This design comes from an exercise in tuning for small area on the open sky130 flow, not from production work.
Function was checked by simulation only, so behaviour that the tests miss may differ from the original.

**flow/config.mk**
```make
export PLATFORM = sky130hd
export DESIGN_NAME = tx_top
export DESIGN_NICKNAME = tx_top
export VERILOG_FILES = /design/flow/design.v
export SDC_FILE = /design/flow/constraint.sdc
export NUM_CORES = 4
export LEC_CHECK = 0
export ABC_CLOCK_PERIOD_IN_PS = 10000
export CAP_MARGIN = 20
export CORE_MARGIN = 2
export CORE_UTILIZATION = 65
export PLACE_DENSITY = 0.72
export SLEW_MARGIN = 20
```
**flow/constraint.sdc**
```tcl
create_clock -name core_clock -period 15.0 [get_ports {clk}]
set_input_delay 3.0000 -clock core_clock [delete_from_list [all_inputs] [get_ports {clk}]]
set_output_delay 3.0000 -clock core_clock [all_outputs]
set_load 0.01 [all_outputs]
```
**flow/design.v**
```verilog
package tx_subsystem_pkg;
  localparam int DMA_DATA_W   = 256;
  localparam int DMA_VALID_W  = 32;
  localparam int PCS_DATA_W   = 64;
  localparam int PCS_VALID_W  = 8;
  localparam int BEATS_PER_ENTRY = DMA_DATA_W / PCS_DATA_W;
  typedef struct packed {
    logic [DMA_DATA_W-1:0]  data;
    logic [DMA_VALID_W-1:0] valid;
    logic                   last;
  } fifo_entry_t;
  localparam int FIFO_ENTRY_W = DMA_DATA_W + DMA_VALID_W + 1;
endpackage
package pcs_pkg;
localparam logic [7:0] IDLE_BLK = 8'h1E;  
localparam logic [7:0] SOF_L0   = 8'h78;  
localparam logic [7:0] SOF_L4   = 8'h33;  
localparam logic [7:0] TERM_L0 = 8'h87;  
localparam logic [7:0] TERM_L1 = 8'h99;  
localparam logic [7:0] TERM_L2 = 8'hAA;  
localparam logic [7:0] TERM_L3 = 8'hB4;  
localparam logic [7:0] TERM_L4 = 8'hCC;  
localparam logic [7:0] TERM_L5 = 8'hD2;  
localparam logic [7:0] TERM_L6 = 8'hE1;  
localparam logic [7:0] TERM_L7 = 8'hFF;  
localparam logic [7:0] OS_D6  = 8'h66;  
localparam logic [7:0] OS_D5  = 8'h55;  
localparam logic [7:0] OS_D3T = 8'h4B;  
localparam logic [7:0] OS_D3B = 8'h2D;  
localparam logic [1:0] CTRL_HDR = 2'b10;  
localparam logic [1:0] DATA_HDR = 2'b01;  
localparam int BYTE_W     = 8;
localparam int CONTROL_W  = 2;
localparam int NUM_BYTES  = 8; 
localparam int DATA_W     = NUM_BYTES * BYTE_W;
localparam int PIPE_DEPTH = 1;
typedef struct packed {  
    logic [BYTE_W-1:0] byte0;  
    logic [BYTE_W-1:0] byte1;
    logic [BYTE_W-1:0] byte2;
    logic [BYTE_W-1:0] byte3;
    logic [BYTE_W-1:0] byte4;  
} leftover_bytes_t;
typedef struct packed {
    logic [DATA_W-1:0]    data;
    logic [NUM_BYTES-1:0] valid_bytes_mask;
    logic                 last_byte;
    logic                 valid_data_i;
} skid_entry_t; 
localparam LEFTOVER_T_W = 5 * BYTE_W;
endpackage
module tx_subsystem (
    input  logic         clk,
    input  logic         rst,
    input  logic [255:0] s_tdata_i,
    input  logic [31:0]  s_tkeep_i,
    input  logic         s_tvalid_i,
    input  logic         s_tlast_i,
    output logic         s_tready_o,
    output logic [63:0]  m_data_o,
    output logic [2:0]   m_cnt_o,     
    output logic         m_valid_o,
    output logic         m_last_o,
    input  logic         m_ready_i
);
  logic [2:0] beats_q;           
  logic [2:0] wp_q;              
  logic [3:0] wocc_q;            
  logic [2:0] pop_dly_q;         
  logic [1:0] dwp_q;             
  logic [2:0] dwocc_q;           
  logic [2:0] dpop_dly_q;
  logic       push, dpush;
  logic       data_full, desc_full;
  assign data_full  = wocc_q[3];
  assign desc_full  = dwocc_q[2];
  assign s_tready_o = !rst && !data_full && (!s_tlast_i || !desc_full);
  assign push       = s_tvalid_i && s_tready_o;
  assign dpush      = push && s_tlast_i;
  logic [4:0] last_m;
  always_comb begin
    for (int b = 0; b < 5; b++) begin
      last_m[b] = 1'b0;
      for (int q = 0; q < (32 >> (b + 1)); q++) begin
        if ((q + 1) * (2 << b) < 32)
          last_m[b] = last_m[b] | (s_tkeep_i[q * (2 << b) + (1 << b)] & ~s_tkeep_i[(q + 1) * (2 << b)]);
        else
          last_m[b] = last_m[b] | s_tkeep_i[q * (2 << b) + (1 << b)];
      end
    end
  end
  logic [255:0] mem [8];
  logic [7:0]   desc_mem [4];
  logic [2:0] rp_q;
  logic [3:0] rocc_q;            
  logic [1:0] push_dly_q;
  logic [1:0] drp_q;
  logic [2:0] drocc_q;
  logic [1:0] dpush_dly_q;
  logic [255:0] word_q;
  logic         word_valid_q;
  logic [1:0]   lane_q;
  logic         active_q;
  logic [3:0]   remain_q;        
  logic [4:0]   fm_q;            
  logic pop, dpop;
  logic word_last, term, out_acc, out_term;
  logic [1:0] term_lane;
  assign word_last = (remain_q == 4'd0);
  assign term_lane = word_last ? fm_q[4:3] : 2'd3;
  assign term      = (lane_q == term_lane);
  assign out_acc   = word_valid_q && m_ready_i;
  assign out_term  = out_acc && term;
  assign dpop      = (drocc_q != 3'd0) && !active_q && !word_valid_q;
  assign pop       = (rocc_q != 4'd0) && active_q && !word_last && (!word_valid_q || out_term);
  logic [7:0] rsel;
  always_comb for (int i = 0; i < 8; i++) rsel[i] = (rp_q == 3'(i));
  logic [255:0] rd_word;
  always_comb begin
    rd_word = '0;
    for (int i = 0; i < 8; i++) rd_word = rd_word | (mem[i] & {256{rsel[i]}});
  end
  logic [7:0] drd;
  always_comb begin
    drd = '0;
    for (int i = 0; i < 4; i++) drd = drd | (desc_mem[i] & {8{drp_q == 2'(i)}});
  end
  always_comb begin
    m_data_o = '0;
    for (int i = 0; i < 4; i++) m_data_o = m_data_o | (word_q[i*64 +: 64] & {64{lane_q == 2'(i)}});
  end
  assign m_cnt_o   = fm_q[2:0];
  assign m_valid_o = word_valid_q;
  assign m_last_o  = word_valid_q && word_last && term;
  always_ff @(posedge clk) begin
    if (push) mem[wp_q] <= s_tdata_i;
    if (dpush) desc_mem[dwp_q] <= {beats_q, last_m};
    if (pop) word_q <= rd_word;
    if (dpop) fm_q <= drd[4:0];
  end
  always_ff @(posedge clk) begin
    if (rst) begin
      beats_q      <= '0;
      wp_q         <= '0;
      wocc_q       <= '0;
      pop_dly_q    <= '0;
      dwp_q        <= '0;
      dwocc_q      <= '0;
      dpop_dly_q   <= '0;
      rp_q         <= '0;
      rocc_q       <= '0;
      push_dly_q   <= '0;
      drp_q        <= '0;
      drocc_q      <= '0;
      dpush_dly_q  <= '0;
      word_valid_q <= 1'b0;
      lane_q       <= '0;
      active_q     <= 1'b0;
      remain_q     <= '0;
    end else begin
      if (push) beats_q <= s_tlast_i ? 3'd0 : beats_q + 3'd1;
      wp_q       <= wp_q + 3'(push);
      wocc_q     <= wocc_q + 4'(push) - 4'(pop_dly_q[2]);
      pop_dly_q  <= {pop_dly_q[1:0], pop};
      dwp_q      <= dwp_q + 2'(dpush);
      dwocc_q    <= dwocc_q + 3'(dpush) - 3'(dpop_dly_q[2]);
      dpop_dly_q <= {dpop_dly_q[1:0], dpop};
      rp_q        <= rp_q + 3'(pop);
      rocc_q      <= rocc_q + 4'(push_dly_q[1]) - 4'(pop);
      push_dly_q  <= {push_dly_q[0], push};
      drp_q       <= drp_q + 2'(dpop);
      drocc_q     <= drocc_q + 3'(dpush_dly_q[1]) - 3'(dpop);
      dpush_dly_q <= {dpush_dly_q[0], dpush};
      if (dpop) begin
        active_q <= 1'b1;
        remain_q <= {1'b0, drd[7:5]} + 4'd1;
      end
      if (out_acc) begin
        if (term) begin
          word_valid_q <= 1'b0;
          lane_q       <= '0;
          if (word_last) active_q <= 1'b0;
        end else begin
          lane_q <= lane_q + 2'd1;
        end
      end
      if (pop) begin
        word_valid_q <= 1'b1;
        lane_q       <= '0;
        remain_q     <= remain_q - 4'd1;
      end
    end
  end
endmodule
module crc_inserter (
    input  logic        clk,
    input  logic        rst,
    input  logic [63:0] data_i,
    input  logic [2:0]  cnt_i,      
    input  logic        valid_i,
    input  logic        last_i,
    input  logic        ready_i,
    output logic        ready_o,
    output logic [63:0] data_o,
    output logic        valid_o,
    output logic        last_o      
);
  localparam logic [31:0] CRC32_POLY = 32'h04C11DB7;
  function automatic logic [31:0] crc32_byte(input logic [31:0] crc_in, input logic [7:0] byte_in);
    logic [31:0] crc;
    logic        fb;
    crc = crc_in;
    for (int i = 0; i < 8; i++) begin
      fb  = crc[31] ^ byte_in[7-i];
      crc = {crc[30:0], 1'b0} ^ (fb ? CRC32_POLY : 32'h0);
    end
    crc32_byte = crc;
  endfunction
  logic        stream_q, tail_q;
  logic [31:0] crc_q;
  logic [31:0] crc_next;
  logic        output_ready;
  logic        take;
  assign output_ready = ready_i || !valid_o;
  assign ready_o      = output_ready && !tail_q;
  assign take         = valid_i && output_ready && !tail_q;
  logic [31:0] ck [9];    
  assign ck[0] = stream_q ? crc_q : 32'hFFFFFFFF;
  for (genvar g = 0; g < 8; g++) begin : g_step
    crc_byte_step u_step (.c(ck[g]), .b(data_i[g*8 +: 8]), .o(ck[g+1]));
  end
  always_comb begin
    crc_next = ck[8];
    if (last_i)
      for (int b = 0; b < 7; b++)
        if (cnt_i == 3'(b)) crc_next = ck[b+1];
  end
  logic [63:0] ins;
  always_comb begin
    ins = '0;
    for (int b = 1; b < 8; b++)
      for (int s = 0; s < 4; s++)
        if (b - 1 - s >= 0 && b - 1 - s < 8)
          if (cnt_i == 3'(b - 1 - s)) ins[b*8 +: 8] = crc_next[31 - 8*s -: 8];
  end
  always_ff @(posedge clk) begin
    if (rst) begin
      stream_q <= 1'b0;
      tail_q   <= 1'b0;
      valid_o  <= 1'b0;
    end else if (output_ready) begin
      valid_o  <= take || tail_q;
      if (tail_q) begin
        tail_q <= 1'b0;
      end else if (take && stream_q && last_i) begin
        stream_q <= 1'b0;
        tail_q   <= 1'b1;
      end else if (take) begin
        stream_q <= 1'b1;
      end
    end
  end
  always_ff @(posedge clk) begin
    if (output_ready) begin
      last_o <= tail_q;
      if (take) crc_q <= crc_next;
      if (tail_q)
        data_o <= {32'h0, crc_q[7:0], crc_q[15:8], crc_q[23:16], crc_q[31:24]};
      else if (stream_q && last_i)
        data_o <= data_i | ins;
      else
        data_o <= data_i;
    end
  end
endmodule
module crc_byte_step(input logic [31:0] c, input logic [7:0] b, output logic [31:0] o);
  logic [7:0] y;
  logic [23:8] t;
  logic [31:0] tv;
always_comb begin
  y = c[31:24] ^ b;
  t[8] = y[0] ^ y[6];
  t[9] = y[1] ^ y[7];
  t[10] = y[2] ^ y[3];
  t[11] = y[4] ^ y[5];
  t[12] = t[8] ^ t[9];
  t[13] = y[2] ^ y[6];
  t[14] = y[5] ^ t[10];
  t[15] = y[3] ^ y[4];
  t[16] = y[3] ^ y[7];
  t[17] = y[4] ^ t[10];
  t[18] = t[9] ^ t[11];
  t[19] = y[0] ^ t[14];
  t[20] = y[0] ^ y[1];
  t[21] = t[15] ^ t[20];
  t[22] = y[1] ^ y[2];
  t[23] = t[11] ^ t[22];
  tv[0] = t[8];
  tv[1] = t[12];
  tv[2] = y[2] ^ t[12];
  tv[3] = t[9] ^ t[10];
  tv[4] = t[8] ^ t[17];
  tv[5] = y[3] ^ t[11] ^ t[12];
  tv[6] = t[13] ^ t[18];
  tv[7] = y[7] ^ t[19];
  tv[8] = t[21];
  tv[9] = t[23];
  tv[10] = t[19];
  tv[11] = t[21];
  tv[12] = t[8] ^ t[23];
  tv[13] = y[6] ^ t[9] ^ t[14];
  tv[14] = y[6] ^ y[7] ^ t[17];
  tv[15] = t[11] ^ t[16];
  tv[16] = y[0] ^ t[11];
  tv[17] = y[1] ^ y[5] ^ y[6];
  tv[18] = y[7] ^ t[13];
  tv[19] = t[16];
  tv[20] = y[4];
  tv[21] = y[5];
  tv[22] = y[0];
  tv[23] = y[1] ^ t[8];
  tv[24] = y[2] ^ t[9];
  tv[25] = t[10];
  tv[26] = t[8] ^ t[15];
  tv[27] = t[18];
  tv[28] = y[5] ^ t[13];
  tv[29] = y[6] ^ t[16];
  tv[30] = y[4] ^ y[7];
  tv[31] = y[5];
end
assign o = {c[23:0], 8'h00} ^ tv;
endmodule
import pcs_pkg::*;
module pcs_generator
(
    input  logic                 clk,
    input  logic                 rst,
    input  logic                 out_ready_i,
    output logic [DATA_W-1:0]    out_data_o,
    output logic [CONTROL_W-1:0] out_control_o,
    output logic                 out_valid_o,
    input  logic [DATA_W-1:0]    s_tdata_i,
    input  logic                 s_tvalid_i,
    input  logic                 s_tlast_i,
    output logic                 s_tready_o
);
logic [DATA_W-1:0] skid_data_q;
logic              skid_valid_q;
logic [39:0]       leftover_q, leftover_d;
localparam logic [1:0] WAIT_START = 2'd0, DATA = 2'd1, EOF = 2'd2, IDLE_OUT = 2'd3;
logic [1:0] current_state, next_state;
logic       can_read;
logic       get_axi;
logic       next_is_last;
logic       held5_d, held5_q;      
logic       num4_d, num4_q;        
logic [CONTROL_W-1:0] out_control_d;
logic [DATA_W-1:0]    out_data_d;
logic                 out_valid_d;
logic                 tready_d;
assign can_read     = skid_valid_q && out_ready_i;
assign get_axi      = s_tvalid_i && s_tready_o;
assign next_is_last = get_axi && s_tlast_i;
always_comb begin
    next_state      = current_state;
    out_data_d      = out_data_o;
    out_control_d   = out_control_o;
    held5_d         = held5_q;
    leftover_d      = leftover_q;
    num4_d          = num4_q;
    out_valid_d     = 1'b0;
    tready_d = (!skid_valid_q || can_read) && !(get_axi && !can_read);
    case (current_state)
        WAIT_START: begin
            if (can_read) begin
                next_state    = DATA;
                out_control_d = CTRL_HDR;
                leftover_d    = skid_data_q[63:24];
                if (held5_q)
                    out_data_d = {skid_data_q[23:0], 32'd0, SOF_L4};
                else
                    out_data_d = {skid_data_q[55:0], SOF_L0};
                out_valid_d = 1'b1;
            end else if (out_ready_i) begin
                out_control_d   = CTRL_HDR;
                out_data_d      = {56'd0, IDLE_BLK};
                out_valid_d     = 1'b1;
                held5_d         = 1'b0;
            end
        end
        DATA: begin
            if (can_read) begin
                out_control_d = DATA_HDR;
                leftover_d    = skid_data_q[63:24];
                if (held5_q)
                    out_data_d = {skid_data_q[23:0], leftover_q};
                else
                    out_data_d = {skid_data_q[55:0], leftover_q[39:32]};
                out_valid_d = 1'b1;
            end
            if (next_is_last) begin
                next_state = EOF;
                num4_d     = 1'b1;
            end
        end
        EOF: begin
            if (out_ready_i) begin
                if (num4_q && held5_q) begin
                    out_control_d   = DATA_HDR;
                    tready_d        = 1'b0;
                    num4_d          = 1'b0;
                    held5_d         = 1'b0;
                    out_data_d      = {skid_data_q[23:0], leftover_q};
                    leftover_d      = {skid_data_q[31:24], 32'd0};
                    out_valid_d     = 1'b1;
                end else begin
                    out_control_d = CTRL_HDR;
                    if (num4_q)
                        out_data_d = {16'd0, skid_data_q[31:0], leftover_q[39:32], TERM_L5};
                    else
                        out_data_d = {48'd0, leftover_q[39:32], TERM_L1};
                    out_valid_d     = 1'b1;
                    held5_d         = 1'b0;
                    next_state      = IDLE_OUT;
                    tready_d        = 1'b0;
                end
            end
        end
        IDLE_OUT: begin
            tready_d = 1'b0;
            if (out_ready_i) begin
                next_state    = WAIT_START;
                out_control_d = CTRL_HDR;
                out_data_d    = {56'd0, IDLE_BLK};
                out_valid_d   = 1'b1;
                held5_d       = skid_valid_q || get_axi;
            end
        end
    endcase
end
always_ff @(posedge clk) begin
    if (rst) begin
        current_state   <= WAIT_START;
        skid_valid_q    <= 1'b0;
        held5_q         <= 1'b0;
        num4_q          <= 1'b0;
        s_tready_o      <= 1'b0;
        out_valid_o     <= 1'b0;
    end else begin
        current_state <= next_state;
        if (get_axi)
            skid_valid_q <= 1'b1;
        else if (can_read && current_state != IDLE_OUT)
            skid_valid_q <= 1'b0;
        held5_q         <= held5_d;
        num4_q          <= num4_d;
        s_tready_o      <= tready_d;
        out_valid_o     <= out_valid_d;
    end
end
always_ff @(posedge clk) begin
    if (get_axi) skid_data_q <= s_tdata_i;
    leftover_q    <= leftover_d;
    out_data_o    <= out_data_d;
    out_control_o <= out_control_d;
end
endmodule
module scrambler (
    input  logic [63:0] data_i,
    input  logic [19:0] prev_i,
    output logic [63:0] data_o
);
  logic [83:0] e;    
  always_comb begin
    e[19:0] = prev_i;
    for (int i = 0; i < 64; i++)
      e[i + 20] = data_i[i] ^ e[i + 19] ^ e[i];
    data_o = e[83:20];
  end
endmodule
module debubbler (
    input  logic        clk,
    input  logic        rst,
    input  logic [63:0] pcs_data_i,
    input  logic [1:0]  pcs_ctrl_i,
    input  logic        pcs_valid_i,
    output logic [63:0] raw_data_o,
    output logic        raw_valid_o,
    output logic        ready_o
);
  logic [65:0] d_q;       
  logic        sv_q;      
  logic        pv_q;      
  logic [5:0]  r2_q;      
  logic [63:0] rem_q;
  logic [63:0] scr;
  scrambler u_scr (.data_i(pcs_data_i), .prev_i(d_q[63:44]), .data_o(scr));
  logic r64, sel_valid, consume, load;
  assign r64       = r2_q[5];
  assign sel_valid = pv_q || sv_q;
  assign consume   = !r64 && sel_valid;
  assign load      = pv_q ? sv_q : (pcs_valid_i && !(r64 && sv_q));
  assign ready_o   = !r64 && !pv_q;
  logic [63:0] rot, m, out_d, rem_d;
  always_comb begin
    rot = d_q[63:0];
    for (int s = 0; s < 5; s++)
      if (r2_q[s]) rot = (rot << (2 << s)) | (rot >> (64 - (2 << s)));
    for (int k = 0; k < 64; k++) begin
      m[k]     = 6'(k >> 1) < r2_q;
      out_d[k] = m[k] ? rem_q[k] : rot[k];
      rem_d[k] = m[k] ? rot[k] : d_q[64 + (k & 1)];
    end
  end
  always_ff @(posedge clk) begin
    if (rst) begin
      d_q[63:44]  <= '1;
      sv_q        <= 1'b0;
      pv_q        <= 1'b0;
      r2_q        <= '0;
      raw_valid_o <= 1'b0;
    end else begin
      if (load) d_q[63:44] <= scr[63:44];
      sv_q        <= pcs_valid_i;
      pv_q        <= r64 ? (sv_q || pv_q) : (pv_q && sv_q);
      raw_valid_o <= r64 || consume;
      if (r64) r2_q <= '0;
      else if (consume) r2_q <= r2_q + 6'd1;
    end
  end
  always_ff @(posedge clk) begin
    if (load) {d_q[65:64], d_q[43:0]} <= {pcs_ctrl_i, scr[43:0]};
    if (r64 || sel_valid) rem_q <= rem_d;
    raw_data_o <= out_d;
  end
endmodule
module tx_top #(
    parameter int FIFO_DEPTH      = 8,
    parameter int DESC_DEPTH      = 4,
    parameter int NUM_QUEUES      = 4,
    parameter int MAX_BURST_BEATS = 256,
    parameter int QID_W           = (NUM_QUEUES > 1) ? $clog2(NUM_QUEUES) : 1
) (
    input logic clk,
    input logic rst,
    input  logic [255:0]     s_axis_dma_tdata_i,
    input  logic [31:0]      s_axis_dma_tkeep_i,
    input  logic             s_axis_dma_tvalid_i,
    input  logic             s_axis_dma_tlast_i,
    input  logic [QID_W-1:0] s_axis_dma_tdest_i,
    output logic             s_axis_dma_tready_o,
    output logic [63:0] raw_data_o,
    output logic        raw_valid_o,
    output logic        raw_ready_o,
    output logic [63:0] pcs_data_o,
    output logic [1:0]  pcs_control_o,
    output logic        pcs_valid_o
);
  logic [63:0] sub_data;
  logic [2:0]  sub_cnt;
  logic        sub_valid, sub_last, sub_ready;
  logic [63:0] crc_data;
  logic        crc_valid, crc_last, pcs_ready;
  tx_subsystem u_tx_subsystem (
      .clk       (clk),
      .rst       (rst),
      .s_tdata_i (s_axis_dma_tdata_i),
      .s_tkeep_i (s_axis_dma_tkeep_i),
      .s_tvalid_i(s_axis_dma_tvalid_i),
      .s_tlast_i (s_axis_dma_tlast_i),
      .s_tready_o(s_axis_dma_tready_o),
      .m_data_o  (sub_data),
      .m_cnt_o   (sub_cnt),
      .m_valid_o (sub_valid),
      .m_last_o  (sub_last),
      .m_ready_i (sub_ready)
  );
  crc_inserter u_crc_inserter (
      .clk    (clk),
      .rst    (rst),
      .data_i (sub_data),
      .cnt_i  (sub_cnt),
      .valid_i(sub_valid),
      .last_i (sub_last),
      .ready_i(pcs_ready),
      .ready_o(sub_ready),
      .data_o (crc_data),
      .valid_o(crc_valid),
      .last_o (crc_last)
  );
  pcs_generator u_pcs_generator (
      .clk          (clk),
      .rst          (rst),
      .out_ready_i  (raw_ready_o),
      .out_data_o   (pcs_data_o),
      .out_control_o(pcs_control_o),
      .out_valid_o  (pcs_valid_o),
      .s_tdata_i    (crc_data),
      .s_tvalid_i   (crc_valid),
      .s_tlast_i    (crc_last),
      .s_tready_o   (pcs_ready)
  );
  debubbler u_debubbler (
      .clk        (clk),
      .rst        (rst),
      .pcs_data_i (pcs_data_o),
      .pcs_ctrl_i (pcs_control_o),
      .pcs_valid_i(pcs_valid_o),
      .raw_data_o (raw_data_o),
      .raw_valid_o(raw_valid_o),
      .ready_o    (raw_ready_o)
  );
endmodule
```
**flow/flow/run.sh**
```bash
#!/bin/bash

# Each tool writes its full log under orfs/logs/; make's own output goes to flow.log here.
set -euo pipefail
cd "$(dirname "$0")/.."
export BUFFER_PORTS_ARGS="-buffer_cell sky130_fd_sc_hd__buf_1"
export CTS_ARGS="-sink_clustering_enable -repair_clock_nets -buf_list sky130_fd_sc_hd__clkbuf_16 -sink_clustering_size 22 -sink_clustering_max_diameter 180 -dont_use_dummy_load"
bash standard.sh > flow.log 2>&1
```
**flow/standard.sh**
```bash
#!/bin/bash
# synth_recipe.tcl (not shown) runs the flow's synth.tcl, then flattens the netlist and writes it again
# the make line also repeats each setting of config.mk as NAME=value (left out here)
make -C /OpenROAD-flow-scripts/flow DESIGN_CONFIG=/design/flow/config.mk WORK_HOME=/design/flow/orfs CLKGATE_MAP_FILE= SYNTH_SCRIPT=/design/flow/synth_recipe.tcl "${@:-finish}"
```
==> reports/qor.csv, run 1 <==
metric,value,unit
outcome,timing/DRC/antenna clean,
finalCritPeriodShare,80.2,%
cts_resized,0,
r2r_cells,24,
grt_pass1_vias,69500,
max_slew_margin,15.6,%
cts_root_buf,clkbuf_16,
num_vias,74200,
syn_area_per_cell,15.9,um^2
multiInputGateArea,35200,um^2
gp_congestion,1.06,
cts_tree,done,
drive_above_1_share,8.83,%
antenna_found_initial,79,
path_max_fanout,28,
ys_seq_area_share,69.5,%
maxCapViolCount,0,
avgViaCountPerCell,7.08,
end_kind,flop,
drv_slew,0,
cp-endpoint,u_crc_inserter.data_o[43],
critPathRequiredTime,15620,ps
synth.cell_area,122000,um^2
dp_slack,3330,ps
fillers,12000,
skew,73.1,ps
fmax,83.2,MHz
post_cts_buffers,0,
final_common_cell,edfxtp_1,
htree_num_levels,4,
route.detailed.drc,0,
dr.first_iter.drc_count,10400,
setup_ws,2980,ps
postRouteAntennaNets,0,
setup_tns,0,ps
rows,158,
postCtsHoldBufs,0,
critPathKind,reg2reg,
synth_cell_types,88,
rsz0062_at_grt,false,
cts_buffer_depth,3,
synth_edf_count,2718,
synth_fp_nets,7992,
ys.flop_type,edfxtp_1,
r2r_setup_slack,2980,ps
syn_to_final_growth,6.97,%
timing.rr.start,u_tx_subsystem.lane_q[0],
die_y,437,um
cts_sinks,2866,
core-area,186000,um^2
start_util,65.5,%
grt_max_degree,138,
layout_common_cells,"edfxtp_1 (2718), a22oi_1 (1129), xnor2_1 (436), buf_1 (423), nand2_1 (337)",
cp-start-kind,flop,
fin_nets,8284,
chipWidth,437,um
numPortBuffers,424,
overflow,0,
async_flop_share,0,%
pin_count,428,
synthesis.instances,7660,
tightest_slew,1270,ps
numCtsBuffers,148,
die_area,191000,um^2
synth-warning-count,8,
dp_hpwl,253000,um
wl_per_cell,36.1,um
ys_seq_elements,2866,
fin_crit,12020,ps
min_path_type,reg2reg,
clkTransAtPathRegs,90,ps
arrival,12640,ps
setup_viol,0,
drt_wl_total,378000,um
r2r_end,u_crc_inserter.data_o[43],
grt_first_pass_wirelength,526000,um
clkLatencyLatePin,850,ps
finalHoldViolCount,0,
regArea,84600,um^2
track_usage,39.2,%
cp-startpoint,u_tx_subsystem.lane_q[0],
drtPass1Iterations,7,
[critical path, cell delays in order (launching register included)]
cell and delay [ps]:
dfxtp_1 380, inv_1 150, ha_2 590, buf_4 540, a22oi_1 290, nand2_1 430
xor2_1 720, xnor3_1 560, xor2_1 670, xnor3_1 410, xnor2_1 770, xnor2_1 250
xnor2_2 470, xnor3_1 320, xor3_1 590, xnor3_1 400, xnor2_1 270, xor3_1 780
xnor2_2 710, xnor3_1 600, and4_1 220, o21ai_0 890, a32o_1 290, o21ai_1 70
a31oi_1 320
[cells in the mapped netlist, types with 35 or more instances]
library cell	instances	area [um^2]
nor2b_1	74	463
inv_1	104	390
mux2_2	121	1360
o22ai_1	35	219
dfxtp_1	148	2960
a221oi_1	50	438
nand4_1	261	1630
a211oi_1	41	308
mux2i_1	126	1260
o21ai_0	232	1160
xor2_1	173	1520
xnor3_1	147	3310
edfxtp_1	2718	81600
a22oi_1	1129	8480
nand2_1	337	1260
nor2_1	254	953
nor3_1	38	190
mux4_2	74	1670
xnor2_2	43	699
a21oi_1	200	1000
xnor2_1	437	3830
clkbuf_1	383	1440
buf_1	46	173
[stage by stage]
stage               cells  cell area (um^2)  hold slack (ps)  util, %
global placement    10300            126000              405     68.0
finish              10500            130000              378     70.1
global route        10500            130000              404     70.1
detailed placement  10300            126000              405     68.0
floorplan            7660            122000              400        -
CTS                 10400            130000              383     70.0
[worst min path at each step]
| stage | from | endpoint | slack (ps) | cells past startpoint |
|---|---|---|---|---|
| floorplan | u_crc_inserter.data_o[0] | u_pcs_generator.skid_data_q[0] | 400 | 0 |
| global placement | u_crc_inserter.data_o[22] | u_pcs_generator.skid_data_q[22] | 400 | 0 |
| detailed placement | u_crc_inserter.data_o[43] | u_pcs_generator.skid_data_q[43] | 410 | 0 |
| CTS | u_crc_inserter.data_o[6] | u_pcs_generator.skid_data_q[6] | 380 | 0 |
| global route | u_crc_inserter.data_o[6] | u_pcs_generator.skid_data_q[6] | 400 | 0 |
| finish | u_crc_inserter.data_o[6] | u_pcs_generator.skid_data_q[6] | 380 | 0 |
[cell families (layout without fill, tap and decap cells)]
family                   count (synthesis)  after routing  share of synthesized area, %
other                                    0             51                             0
AND/OR/NAND/NOR                       1055           1055                          4.18
adder cells (fa/ha/maj)                 38             38                         0.415
multiplexers                           321            321                          3.53
flip-flops                            2866           2866                          69.5
AO/OA/AOI/OAI                         1934           1934                          11.2
buffers and inverters                  559            849                          1.78
XOR/XNOR                               887            887                          9.34
[layout make-up]
| cell class | count | share of cell area, % |
|---|---|---|
| inverter | 106 | 0.312 |
| antenna | 51 | 0.0981 |
| clock buffer | 148 | 2.85 |
| tap | 2480 | 2.38 |
| timing repair buffer | 595 | 2.35 |
| multi-input combinational | 4235 | 27.0 |
| sequential | 2866 | 65.0 |
[metal layers]
layer	vias to the layer above	part of all wire (%)	track usage (%)	routed length [um]
li1	30800	-	-	-
met1	37700	35	51.6	134000
met2	4819	48	61.9	180000
met3	825	11	8.87	40700
met4	44	6.2	20.5	23300
met5	-	0.080	0	302
[registers in the layout (all words and copies together), names as in the netlist, 4 cells and up, named ones only]
register,count
u_pcs_generator.out_data_o,62
u_debubbler.rem_q,64
u_debubbler.d_q,66
u_tx_subsystem.fm_q,5
u_tx_subsystem.mem,2048
u_tx_subsystem.remain_q,4
u_tx_subsystem.rocc_q,4
u_pcs_generator.skid_data_q,64
u_pcs_generator.leftover_q,40
u_debubbler.r2_q,6
u_debubbler.raw_data_o,64
u_crc_inserter.crc_q,32
u_tx_subsystem.word_q,256
u_crc_inserter.data_o,64
u_tx_subsystem.desc_mem,32
u_tx_subsystem.wocc_q,4
==> run 2, diff against run 1 <==
==> flow/flow/run.sh (replaced) <==
#!/bin/bash
# Layout with a custom technology mapping of the logic, then the standard ORFS steps.
#  3. The final DEF, as standard.sh writes it.
# Each tool's full log: orfs_ref/logs and orfs/logs (ORFS), ref_synth.log and flow.log here.
set -euo pipefail
W="$(cd "$(dirname "$0")/.." && pwd)"
cd "$W"
sed -e "s#WORK_HOME=[^ ]*#WORK_HOME=$W/orfs_ref#" -e '/^if \[\[/,$d' standard.sh > std_ref.sh
bash std_ref.sh synth > ref_synth.log 2>&1
export MY_FLOW_DIR="$W/flow"
export REF_NETLIST="$W/orfs_ref/results/sky130hd/tx_top/base/1_2_yosys.v"
sed -e "s#SYNTH_SCRIPT=[^ ]*#SYNTH_SCRIPT=$W/flow/my_synth.tcl#" standard.sh > std_mine.sh
export BUFFER_PORTS_ARGS="-buffer_cell sky130_fd_sc_hd__buf_1"
export CTS_ARGS="-sink_clustering_enable -repair_clock_nets -buf_list sky130_fd_sc_hd__clkbuf_16 -sink_clustering_size 22 -sink_clustering_max_diameter 180 -dont_use_dummy_load"
bash std_mine.sh > flow.log 2>&1
==> flow/flow/area_nf.script (new file) <==
&get -n
&st
&dch
&nf -R 1000
&put
==> flow/flow/my_synth.tcl (new file) <==
# synth_recipe.tcl (the standard synthesis) with one change: ABC maps the logic with
# area_nf.script (choices + the &nf mapper with relaxed delay) instead of ORFS's script.
# Registers are mapped before ABC, so they and their names are the standard synthesis's;
# rename_regs.py then gives the few registers yosys leaves unnamed the standard's names.
set my_dir $::env(MY_FLOW_DIR)
proc synth {args} { yosys synth -nofsm -noshare {*}$args }
proc abc {args} {
  global my_dir
  set i [lsearch -exact $args -script]
  if {$i >= 0} { lset args [expr {$i + 1}] $my_dir/area_nf.script }
  yosys abc {*}$args
}
source $::env(SCRIPTS_DIR)/synth.tcl
# left out here: clear keep_hierarchy, flatten, clean up, hide names made inside functions, write 1_2_yosys.v
exec python3 $my_dir/rename_regs.py $::env(REF_NETLIST) $::env(RESULTS_DIR)/1_2_yosys.v >@ stdout 2>@ stderr
==> flow/flow/rename_regs.py (new file) <==
#!/usr/bin/env python3
"""Give the registers yosys leaves unnamed (instance names _N_) the names the standard synthesis
gave them, pairing each by the net on its Q pin. Any other identifier already using such a name
is renamed first. Usage: rename_regs.py REFERENCE_NETLIST NETLIST (NETLIST is rewritten)."""
import re, sys

ref_text = open(sys.argv[1]).read()
text = open(sys.argv[2]).read()
INST = re.compile(r"(sky130_fd_sc_hd__\w+)\s+(\\\S+|[\w$]+)\s*\((.*?)\);", re.S)
AUTO = re.compile(r"^_\d+_$")

def regs(t):
    out = {}
    for m in INST.finditer(t):
        cell, name, body = m.group(1), m.group(2), m.group(3)
        if not re.search(r"__e?dfx|__df|__sdf|__dl", cell):
            continue
        q = re.search(r"\.Q\(\s*([^)]*?)\s*\)", body)
        out[name] = (cell, q.group(1) if q else None)
    return out

ref, mine = regs(ref_text), regs(text)
ref_auto = {q: n for n, (c, q) in ref.items() if AUTO.match(n)}
mine_auto = {q: n for n, (c, q) in mine.items() if AUTO.match(n)}
if sorted(n for n in ref if not AUTO.match(n)) != sorted(n for n in mine if not AUTO.match(n)):
    sys.exit("rename_regs: named registers differ from the standard synthesis")
if set(ref_auto) != set(mine_auto) or any(q is None or AUTO.match(q) for q in ref_auto):
    sys.exit("rename_regs: unnamed registers cannot be paired by their Q nets")

def tok(name):
    return re.compile(r"(?<![\w$\\.])" + re.escape(name) + r"(?![\w$])")

# free the target names, then rename the registers
for q, target in ref_auto.items():
    if mine_auto[q] != target and tok(target).search(text):
        text = tok(target).sub(target[:-1] + "r_", text)
for q, target in ref_auto.items():
    cur = mine_auto[q]
    if cur == target:
        continue
    text = re.sub(r"(sky130_fd_sc_hd__\w+\s+)" + re.escape(cur) + r"(\s*\()", r"\g<1>" + target + r"\g<2>", text, count=1)
open(sys.argv[2], "w").write(text)
print(f"rename_regs: {len(ref_auto)} unnamed register(s) given the standard names")
--- a/flow/config.mk
+++ b/flow/config.mk
@@ -8,6 +8,6 @@
 export ABC_CLOCK_PERIOD_IN_PS = 10000
 export CAP_MARGIN = 20
 export CORE_MARGIN = 2
-export CORE_UTILIZATION = 65
-export PLACE_DENSITY = 0.72
+export CORE_UTILIZATION = 68
+export PLACE_DENSITY = 0.76
 export SLEW_MARGIN = 20
==> reports/qor.csv, run 2 <==
metric,value,unit,change
synth_common_cells,"edfxtp_1 (2718), nand2_1 (611), a222oi_1 (591)",,"was edfxtp_1 (2718), a22oi_1 (1129), xnor2_1 (437)"
cts_tree,done,,unchanged
dr.first_iter.drc_count,12700,,was 10400
yosysMostFrequentCell,edfxtp_1,,unchanged
numPortBuffers,424,,unchanged
gp_congestion,0.975,,was 1.06
ys.flop_type,edfxtp_1,,unchanged
fin_nets,8475,,was 8284
path_max_fanout,3,,was 28
fin_util,75.3,%,was 70.1%
rows,150,,was 158
skew,72.8,ps,was 73.1 ps
critPathKind,reg2reg,,unchanged
slowest_delay,410,ps,was 890 ps
synth_area_leaders,"edfxtp_1 (72%), a222oi_1 (5.2%), xnor2_1 (3.7%)",,"was edfxtp_1 (67%), a22oi_1 (7.0%), xnor2_1 (3.1%)"
critPathRequiredTime,15670,ps,was 15620 ps
maxCapViolCount,0,,unchanged
setup_viol,0,,unchanged
dp_hpwl,191000,um,was 253000 um
syn_area_per_cell,15.9,um^2,about the same
tightest_slew,1310,ps,was 1270 ps
track_usage,36.0,%,was 39.2%
syn_to_final_growth,10.4,%,was 6.97%
num_vias,71600,,was 74200
numCtsBuffers,148,,unchanged
synthesis.instances,7168,,was 7660
clkLatencyLatePin,850,ps,about the same
grt_pass1_vias,67600,,was 69500
grt_max_degree,146,,was 138
regArea,84600,um^2,about the same
cts_sinks,2866,,unchanged
avgViaCountPerCell,6.91,,was 7.08
final_common_cell,edfxtp_1,,unchanged
die_area,171000,um^2,was 191000 um^2
cts_buffer_depth,3,,unchanged
route.detailed.drc,0,,unchanged
synth_fp_nets,7500,,was 7992
largest_reg_flops,2048,,unchanged
layout_common_cells,"edfxtp_1 (2718), nand2_1 (611), a222oi_1 (591), xnor2_1 (455), buf_1 (423)",,"was edfxtp_1 (2718), a22oi_1 (1129), xnor2_1 (436), buf_1 (423), nand2_1 (337)"
critPathSlowestCell,edfxtp_1,,was o21ai_0
htree_num_levels,4,,unchanged
postRouteAntennaNets,0,,unchanged
drt_wl_total,313000,um,was 378000 um
yosysTopAreaCellShare,71.7,%,was 67.1%
regMostFlops,u_tx_subsystem.mem,,unchanged
setup_ws,927,ps,was 2980 ps
antenna_found_initial,44,,was 79
start_util,68.3,%,was 65.5%
fin_crit,14070,ps,was 12020 ps
dp_slack,436,ps,was 3330 ps
clkTransAtPathRegs,90,ps,about the same
crit_top_cell,xnor2_1,,was xnor3_1
outcome,timing/DRC/antenna clean,,unchanged
arrival,14740,ps,was 12640 ps
synth_edf_count,2718,,unchanged
async_flop_share,0,%,unchanged
drive_above_1_share,7.80,%,was 8.83%
ys_seq_area_share,74.3,%,was 69.5%
whs,398,ps,was 378 ps
fmax,71.1,MHz,was 83.2 MHz
r2r_setup_slack,930,ps,was 2980 ps
synth_cell_types,57,,was 88
ys_seq_elements,2866,,unchanged
drv_slew,0,,unchanged
post_cts_buffers,0,,unchanged
synth.cell_area,114000,um^2,was 122000 um^2
wl_per_cell,30.2,um,was 36.1 um
overflow,0,,unchanged
reg_top3,"u_tx_subsystem.mem: 2048 flops, u_tx_subsystem.word_q: 256 flops, u_debubbler.d_q: 66 flops",,unchanged
multiInputGateArea,29300,um^2,was 35200 um^2
cp-start-kind,flop,,unchanged
min_path_type,reg2reg,,unchanged
die_y,413,um,was 437 um
fillers,10000,,was 12000
max_slew_margin,12.8,%,was 15.6%
synth-warning-count,8,,unchanged
finalCritPeriodShare,93.8,%,was 80.2%
drtPass1Iterations,10,,was 7
pin_count,428,,unchanged
end_kind,flop,,unchanged
chipWidth,413,um,was 437 um
setup_tns,0,ps,unchanged
core-area,167000,um^2,was 186000 um^2
cts_root_buf,clkbuf_16,,unchanged
yosys.area.top_type,edfxtp_1,,unchanged
grt_first_pass_wirelength,449000,um,was 526000 um
finalHoldViolCount,0,,unchanged
## run 2: kinds of logic (layout without fill, tap and decap cells)
group                      after synthesis  after routing  share of synthesized area [%]
adders and majority gates               38             38                          0.444
buffers and inverters                  104           1077                          0.343
and+or+nand+nor                       1371           1371                           5.26
other                                    0             28                              0
DFF                                   2866           2866                           74.3
muxes                                  209            209                           2.12
AOI/OAI and AO/OA                     1868           1868                           12.1
xor gates and xnor gates               712            712                           5.48
## run 2: worst paths after layout
kind,start,to,cells past startpoint
min,u_crc_inserter.data_o[0],u_pcs_generator.skid_data_q[0],0
max reg2reg,u_pcs_generator.out_data_o[0],u_debubbler.d_q[63],67
max,u_pcs_generator.out_data_o[0],u_debubbler.d_q[63],67
min reg2reg,u_crc_inserter.data_o[0],u_pcs_generator.skid_data_q[0],0
## run 2: layout make-up
cell class                      count  share of cell area (%)
Timing Repair Buffer              825                    3.84
Sequential cell                  2866                    67.3
Clock buffer                      148                    2.95
Multi-Input combinational cell   4198                    23.3
Inverter                          104                   0.317
Antenna cell                       28                  0.0557
Tap cell                         2204                    2.19
## run 2: per-stage QoR
step	instance area, um^2	instances
2_1_floorplan	114000	7168
3_3_place_gp	122000	10200
3_5_place_dp	122000	10200
4_1_cts	125000	10300
5_1_grt	126000	10400
6_report	126000	10400
## run 2: layer usage
layer | vias up | global-route usage, % | part of all wire (%)
met5 | - | 0 | 0.069
met4 | 34 | 16.6 | 5.0
met3 | 615 | 5.84 | 10
met2 | 4673 | 56.6 | 48
met1 | 35400 | 50.3 | 37
li1 | 31000 | - | -
## run 2: critical path: cells and delay by family, from the launching register on
| kind | cells | cell delay (ps) |
|---|---|---|
| compound gates | 1 | 120 |
| buf+inv | 1 | 200 |
| flops | 1 | 410 |
| xor+xnor | 65 | 13220 |
## run 2: what timing repair did
| item | CTS | global route |
|---|---|---|
| resized for setup | 0 | 26 |
| hold buffers | 0 | 0 |
| endpoints found under the setup margin | 0 | 5 |
==> run 3, diff against run 2 <==
==> flow/flow/area_nf.script (replaced) <==
&get -n
&st
&dch -f
&nf -R 1000 -p
&put
--- a/flow/flow/my_synth.tcl
+++ b/flow/flow/my_synth.tcl
@@ -1,5 +1,6 @@
 # synth_recipe.tcl (the standard synthesis) with one change: ABC maps the logic with
-# area_nf.script (choices + the &nf mapper with relaxed delay) instead of ORFS's script.
+# area_nf.script (full choices + the &nf mapper with relaxed delay and pin permutation)
+# instead of ORFS's script.
 # Registers are mapped before ABC, so they and their names are the standard synthesis's;
 # rename_regs.py then gives the few registers yosys leaves unnamed the standard's names.
 set my_dir $::env(MY_FLOW_DIR)
--- a/flow/config.mk
+++ b/flow/config.mk
@@ -9,5 +9,5 @@
 export CAP_MARGIN = 20
 export CORE_MARGIN = 2
 export CORE_UTILIZATION = 68
-export PLACE_DENSITY = 0.76
+export PLACE_DENSITY = 0.74
 export SLEW_MARGIN = 20
==> reports/qor.csv, run 3 <==
metric,value,unit,change
async_flop_share,0,%,unchanged
dp_slack,159,ps,was 436 ps
core-area,167000,um^2,about the same
dr.first_iter.drc_count,13600,,was 12700
synth-warning-count,8,,unchanged
setup_ws,720,ps,was 927 ps
setup_tns,0,ps,unchanged
synth_common_cells,"edfxtp_1 (2718), nand2_1 (654), a222oi_1 (597)",,"was edfxtp_1 (2718), nand2_1 (611), a222oi_1 (591)"
syn_to_final_growth,9.50,%,was 10.4%
cts_tree,done,,unchanged
path_max_fanout,3,,unchanged
ys_seq_area_share,74.3,%,about the same
max_slew_margin,18.6,%,was 12.8%
antenna_found_initial,37,,was 44
cp-startpoint,u_pcs_generator.out_data_o[0],,unchanged
skew,63.5,ps,was 72.8 ps
reg_top3,"u_tx_subsystem.mem: 2048 flops, u_tx_subsystem.word_q: 256 flops, u_debubbler.d_q: 66 flops",,unchanged
min_path_type,reg2reg,,unchanged
min-delay-start,u_crc_inserter.data_o[44],,was u_crc_inserter.data_o[0]
placed_cells_incl_taps,10100,,was 10200
synth_area_leaders,"edfxtp_1 (72%), a222oi_1 (5.2%), xnor2_1 (3.8%)",,"was edfxtp_1 (72%), a222oi_1 (5.2%), xnor2_1 (3.7%)"
post_cts_buffers,0,,unchanged
critPathSlowestCell,edfxtp_1,,unchanged
wl_per_cell,31.2,um,was 30.2 um
fin_nets,8357,,was 8475
crit_top_cell,xnor2_2,,was xnor2_1
whs,415,ps,was 398 ps
postRouteAntennaNets,0,,unchanged
fin_crit,14280,ps,was 14070 ps
die_area,171000,um^2,about the same
overflow,0,,unchanged
avgViaCountPerCell,7.00,,was 6.91
largest_reg_flops,2048,,unchanged
yosys.area_share.adder,0.444,%,about the same
cts_sinks,2866,,unchanged
drt_wl_total,319000,um,was 313000 um
yosys.area.top_type,edfxtp_1,,unchanged
numPortBuffers,424,,unchanged
synth_fp_nets,7518,,was 7500
die_y,413,um,about the same
fmax,70.0,MHz,was 71.1 MHz
cp-start-kind,flop,,unchanged
yosysTopAreaCellShare,71.7,%,about the same
outcome,timing/DRC/antenna clean,,unchanged
rows,150,,unchanged
synth.cell_area,114000,um^2,about the same
drv_slew,0,,unchanged
synth_mux_area_share,1.99,%,was 2.12%
finalCritPeriodShare,95.2,%,was 93.8%
layout_common_cells,"edfxtp_1 (2718), nand2_1 (654), a222oi_1 (597), xnor2_1 (460), buf_1 (423)",,"was edfxtp_1 (2718), nand2_1 (611), a222oi_1 (591), xnor2_1 (455), buf_1 (423)"
synth_cell_types,55,,was 57
post_dp_cell_area,121000,um^2,was 122000 um^2
instances_no_fill,10300,,was 10400
grt_pass1_vias,67500,,was 67600
route.detailed.drc,0,,unchanged
synth-simple-area-share,5.18,%,was 5.26%
timing.rr.start,u_pcs_generator.out_data_o[0],,unchanged
end_kind,flop,,unchanged
grt_max_degree,131,,was 146
start_util,68.3,%,about the same
track_usage,36.8,%,was 36.0%
synth_compound_area_share,12.2,%,was 12.1%
synthesis.instances,7186,,was 7168
clkTransAtPathRegs,100,ps,was 90 ps
critPathRequiredTime,15690,ps,was 15670 ps
grt_first_pass_wirelength,456000,um,was 449000 um
setup_viol,0,,unchanged
synth_edf_count,2718,,unchanged
chipWidth,413,um,about the same
final_area,125000,um^2,was 126000 um^2
syn_area_per_cell,15.8,um^2,was 15.9 um^2
final_common_cell,edfxtp_1,,unchanged
gp_congestion,1.01,,was 0.975
synthXorXnorAreaFrac,5.50,%,was 5.48%
clkLatencyLatePin,860,ps,was 850 ps
tightest_slew,1220,ps,was 1310 ps
arrival,14970,ps,was 14740 ps
pin_count,428,,unchanged
num_vias,71800,,was 71600
slowest_delay,420,ps,was 410 ps
regMostFlops,u_tx_subsystem.mem,,unchanged
ys.flop_type,edfxtp_1,,unchanged
maxCapViolCount,0,,unchanged
synth_top_family_by_area,compound AO/OA/AOI/OAI gates,,unchanged
fin_util,74.8,%,was 75.3%
critPathKind,reg2reg,,unchanged
numCtsBuffers,148,,unchanged
drtPass1Iterations,11,,was 10
cts_buffer_depth,3,,unchanged
cts_root_buf,clkbuf_16,,unchanged
ys_seq_elements,2866,,unchanged
yosysMostFrequentCell,edfxtp_1,,unchanged
htree_num_levels,4,,unchanged
finalHoldViolCount,0,,unchanged
drive_above_1_share,6.41,%,was 7.80%
dp_hpwl,198000,um,was 191000 um
## run 3: cell types whose count changed after synthesis, sizes merged, moves of 9 or more
cell,change
o21ai,+55
nor2,-50
nand2,+43
clkinv,+18
xnor2,+17
mux2i,-16
xor2,-14
nor2b,-10
and3,+9
## run 3: repair_timing
item                                    in CTS  in global routing
hold buffers                                 0                  0
endpoints found under the setup margin       0                 31
resized for setup                            0                 38
## run 3: worst paths after layout
path / depth (start not counted) / to / slack, ps
worst min-delay path: 0 / u_pcs_generator.skid_data_q[44] / 420
worst max-delay path: 67 / u_debubbler.d_q[63] / 720
worst max register to register: 67 / u_debubbler.d_q[63] / 720
worst min register to register: 0 / u_pcs_generator.skid_data_q[44] / 420
## run 3: critical path, delay by kind of cell (launching register included)
| family | cells | cell delay, ps |
|---|---|---|
| AO/OA/AOI/OAI | 1 | 100 |
| XOR/XNOR | 65 | 13460 |
| buffers and inverters | 1 | 160 |
| flip-flops | 1 | 420 |
## run 3: cells by family (layout without fill, tap and decap cells)
family | count (synthesis) | count (layout)
buf+inv | 122 | 959
mux | 194 | 194
xor+xnor | 715 | 715
other cells | 0 | 27
compound gates | 1897 | 1897
fa+ha+maj | 38 | 38
flops | 2866 | 2866
simple gates | 1354 | 1354
## run 3: cell type report
type                       count  area, um^2
fill                       10100       42000
inverter                     122         465
tap                         2204        2760
sequential                  2866       84600
antenna                       27        67.6
multi-input combinational   4198       29300
clock buffer                 148        3700
timing repair buffer         689        3740
## run 3: routing by layer
metal,track usage (%),vias to the layer above,share of wire [%],routed length (um)
li1,-,30700,-,-
met4,16.7,28,5.0,16000
met1,51.5,35400,37,118000
met3,5.59,672,10,33300
met5,0,-,0.062,199
met2,58.2,5000,48,152000
==> run 4, diff against run 3 <==
--- a/flow/config.mk
+++ b/flow/config.mk
@@ -8,6 +8,6 @@
 export ABC_CLOCK_PERIOD_IN_PS = 10000
 export CAP_MARGIN = 20
 export CORE_MARGIN = 2
-export CORE_UTILIZATION = 68
-export PLACE_DENSITY = 0.74
+export CORE_UTILIZATION = 66
+export PLACE_DENSITY = 0.76
 export SLEW_MARGIN = 20
==> reports/qor.csv, run 4 <==
metric,value,unit,change
final_common_cell,edfxtp_1,,unchanged
regMostFlops,u_tx_subsystem.mem,,unchanged
postRouteAntennaNets,0,,unchanged
synth_edf_count,2718,,unchanged
synth_mux_area_share,1.99,%,unchanged
dp_slack,220,ps,was 159 ps
synthesis.instances,7186,,unchanged
drive_above_1_share,6.81,%,was 6.41%
fin_crit,14180,ps,was 14280 ps
ys_seq_area_share,74.3,%,unchanged
antenna_found_initial,31,,was 37
hold_depth,0,,unchanged
setup_viol,0,,unchanged
max_slew_margin,26.1,%,was 18.6%
crit_top_cell,xnor2_1,,was xnor2_2
fin_util,72.9,%,was 74.8%
fmax,70.5,MHz,was 70.0 MHz
min-delay-start,u_crc_inserter.data_o[48],,was u_crc_inserter.data_o[44]
critPathKind,reg2reg,,unchanged
critPathSlowestCell,xnor2_1,,was edfxtp_1
track_usage,35.1,%,was 36.8%
dr.first_iter.drc_count,12700,,was 13600
gp_congestion,1.04,,was 1.01
grt_first_pass_wirelength,449000,um,was 456000 um
arrival,14870,ps,was 14970 ps
drtPass1Iterations,13,,was 11
grt_max_degree,145,,was 131
route.detailed.drc,0,,unchanged
ys.flop_type,edfxtp_1,,unchanged
pin_count,428,,unchanged
setup_ws,820,ps,was 720 ps
rsz0062_at_grt,true,,
cts_tree,done,,unchanged
grt_util_met3,5.14,%,was 5.59%
maxCapViolCount,0,,unchanged
overflow,0,,unchanged
synth_fp_nets,7518,,unchanged
ys_seq_elements,2866,,unchanged
post_dp_cell_area,121000,um^2,about the same
timing.rr.start,u_tx_subsystem.lane_q[0],,was u_pcs_generator.out_data_o[0]
fin_nets,8399,,was 8357
synth_compound_area_share,12.2,%,unchanged
skew,59.7,ps,was 63.5 ps
syn_area_per_cell,15.8,um^2,unchanged
rows,152,,was 150
layout_common_cells,"edfxtp_1 (2718), nand2_1 (654), a222oi_1 (597), xnor2_1 (466), buf_1 (423)",,"was edfxtp_1 (2718), nand2_1 (654), a222oi_1 (597), xnor2_1 (460), buf_1 (423)"
whs_endpoint,u_pcs_generator.skid_data_q[48],,was u_pcs_generator.skid_data_q[44]
numPortBuffers,424,,unchanged
yosysTopAreaCellShare,71.7,%,unchanged
syn_to_final_growth,9.90,%,was 9.50%
grt_util_met1,49.8,%,was 51.5%
path_max_fanout,17,,was 3
numCtsBuffers,148,,unchanged
chipWidth,419,um,was 413 um
r2r_cells,52,,was 67
finalHoldViolCount,0,,unchanged
synth-warning-count,8,,unchanged
yosysMostFrequentCell,edfxtp_1,,unchanged
r2r_setup_slack,820,ps,was 720 ps
num_vias,71100,,was 71800
largest_reg_flops,2048,,unchanged
cts_buffer_depth,3,,unchanged
die_area,176000,um^2,was 171000 um^2
dp_hpwl,193000,um,was 198000 um
drv_slew,0,,unchanged
cts_sinks,2866,,unchanged
drt_wl_total,312000,um,was 319000 um
die_y,419,um,was 413 um
core-area,172000,um^2,was 167000 um^2
clkLatencyLatePin,850,ps,was 860 ps
r2r_end,u_crc_inserter.data_o[18],,was u_debubbler.d_q[63]
wl_per_cell,30.0,um,was 31.2 um
synth-simple-area-share,5.18,%,unchanged
min_path_type,reg2reg,,unchanged
outcome,timing/DRC/antenna clean,,unchanged
clkTransAtPathRegs,100,ps,about the same
slowest_delay,840,ps,was 420 ps
critPathRequiredTime,15690,ps,about the same
synth_cell_types,55,,unchanged
synth.cell_area,114000,um^2,unchanged
start_util,66.4,%,was 68.3%
postCtsHoldBufs,0,,unchanged
synth_top_family_by_area,compound AO/OA/AOI/OAI gates,,unchanged
cp-start-kind,flop,,unchanged
grt_pass1_vias,67400,,was 67500
met2_usage,55.3,%,was 58.2%
setup_tns,0,ps,unchanged
yosys.area_share.adder,0.444,%,unchanged
reg_top3,"u_tx_subsystem.mem: 2048 flops, u_tx_subsystem.word_q: 256 flops, u_debubbler.d_q: 66 flops",,unchanged
tightest_slew,1110,ps,was 1220 ps
synth_common_cells,"edfxtp_1 (2718), nand2_1 (654), a222oi_1 (597)",,unchanged
synth_area_leaders,"edfxtp_1 (72%), a222oi_1 (5.2%), xnor2_1 (3.8%)",,unchanged
avgViaCountPerCell,6.84,,was 7.00
synthXorXnorAreaFrac,5.50,%,unchanged
async_flop_share,0,%,unchanged
critPathBufInv,11,,was 1
finalCritPeriodShare,94.5,%,was 95.2%
critical-path-top-delay-family,XOR/XNOR gates,,unchanged
htree_num_levels,4,,unchanged
busiest_layer,met2,,unchanged
yosys.area.top_type,edfxtp_1,,unchanged
final_area,125000,um^2,about the same
end_kind,flop,,unchanged
cts_root_buf,clkbuf_16,,unchanged
## run 4: worst reg2reg max path: cells and delay by family, from the launching register on
kind            cells  cell delay (ps)
compound gates      9             2170
xor+xnor           27             8170
fa+ha+maj           1              350
buf+inv            11             2210
flops               1              550
simple gates        4              630
## run 4: cell type report
cell class	instances	area [um^2]
Tap cell	2310	2890
Inverter	122	465
Antenna cell	17	42.5
Fill cell	10900	46400
Timing Repair Buffer	731	4140
Sequential cell	2866	84600
Multi-Input combinational cell	4198	29300
Clock buffer	148	3700
## run 4: worst max path at each step
stage / from / to / slack (ps) / cells past startpoint
after floorplan: s_axis_dma_tlast_i / u_tx_subsystem.mem[2][0] / -7320 / 3
after global placement: u_pcs_generator.out_data_o[0] / u_debubbler.d_q[63] / 340 / 67
after detailed placement: u_pcs_generator.out_data_o[0] / u_debubbler.d_q[63] / 220 / 67
after CTS: u_pcs_generator.out_data_o[0] / u_debubbler.d_q[63] / 90 / 67
after global routing: u_pcs_generator.out_data_o[0] / u_debubbler.d_q[63] / -210 / 68
final: u_tx_subsystem.lane_q[0] / u_crc_inserter.data_o[18] / 820 / 52
## run 4: what timing repair did
action,in CTS,in global routing
hold endpoints to repair,0,0
buffers inserted,0,3
resized for setup,0,32
endpoints found under the setup margin,0,13
## run 4: logic make-up (layout without fill, tap and decap cells)
kind of cell    count (synthesis)  in the layout
flops                        2866           2866
compound gates               1897           1897
mux                           194            194
other cells                     0             17
fa+ha+maj                      38             38
xor+xnor                      715            715
buf+inv                       122           1001
simple gates                 1354           1354
## run 4: per-stage QoR
step	cells	hold WS, ps
4_1_cts	10400	420
3_3_place_gp	10200	403
3_5_place_dp	10200	405
2_1_floorplan	7186	400
5_1_grt	10400	426
6_report	10400	419
## run 4: metal layers
layer,vias to the layer above,wire length [um]
met5,-,170
met4,26,14100
met3,585,31900
met2,4532,148000
met1,35200,118000
li1,30800,-

-- what the ideal ports hide --
The results above use ideal ports. As a check the final layouts listed here were re-extracted and re-timed, cells and wires unchanged.
Step 1 (the two cells are an assumption about what drives the block):
set clk [get_ports {clk}]
set_driving_cell -lib_cell sky130_fd_sc_hd__clkbuf_16 $clk
set_driving_cell -lib_cell sky130_fd_sc_hd__buf_2 [delete_from_list [all_inputs] $clk]
Step 2 adds t to the input delays and takes it off the output delays; t is the mean of the earliest and latest rising clock arrival at the registers after step 1. Input paths then give back, and output paths get back, about the clock's delay inside the block.
Slacks: ideal / step 1 / step 2; pairs: ideal / step 1.
run	shift t [ns]	slack for setup (ns)	worst setup path at the end	slew at the worst register clock pin (ns)	pins driven straight from the clock port
run 1	0.911	2.977 / 2.977 / 2.977	register to register	0.11 / 0.11	1
run 2	0.884	0.927 / 0.927 / 0.927	register to register	0.10 / 0.10	1
run 3	0.911	0.720 / 0.720 / 0.720	register to register	0.10 / 0.10	1
run 4	0.907	0.820 / 0.820 / 0.820	register to register	0.10 / 0.10	1
After both steps every run listed still meets setup and hold.
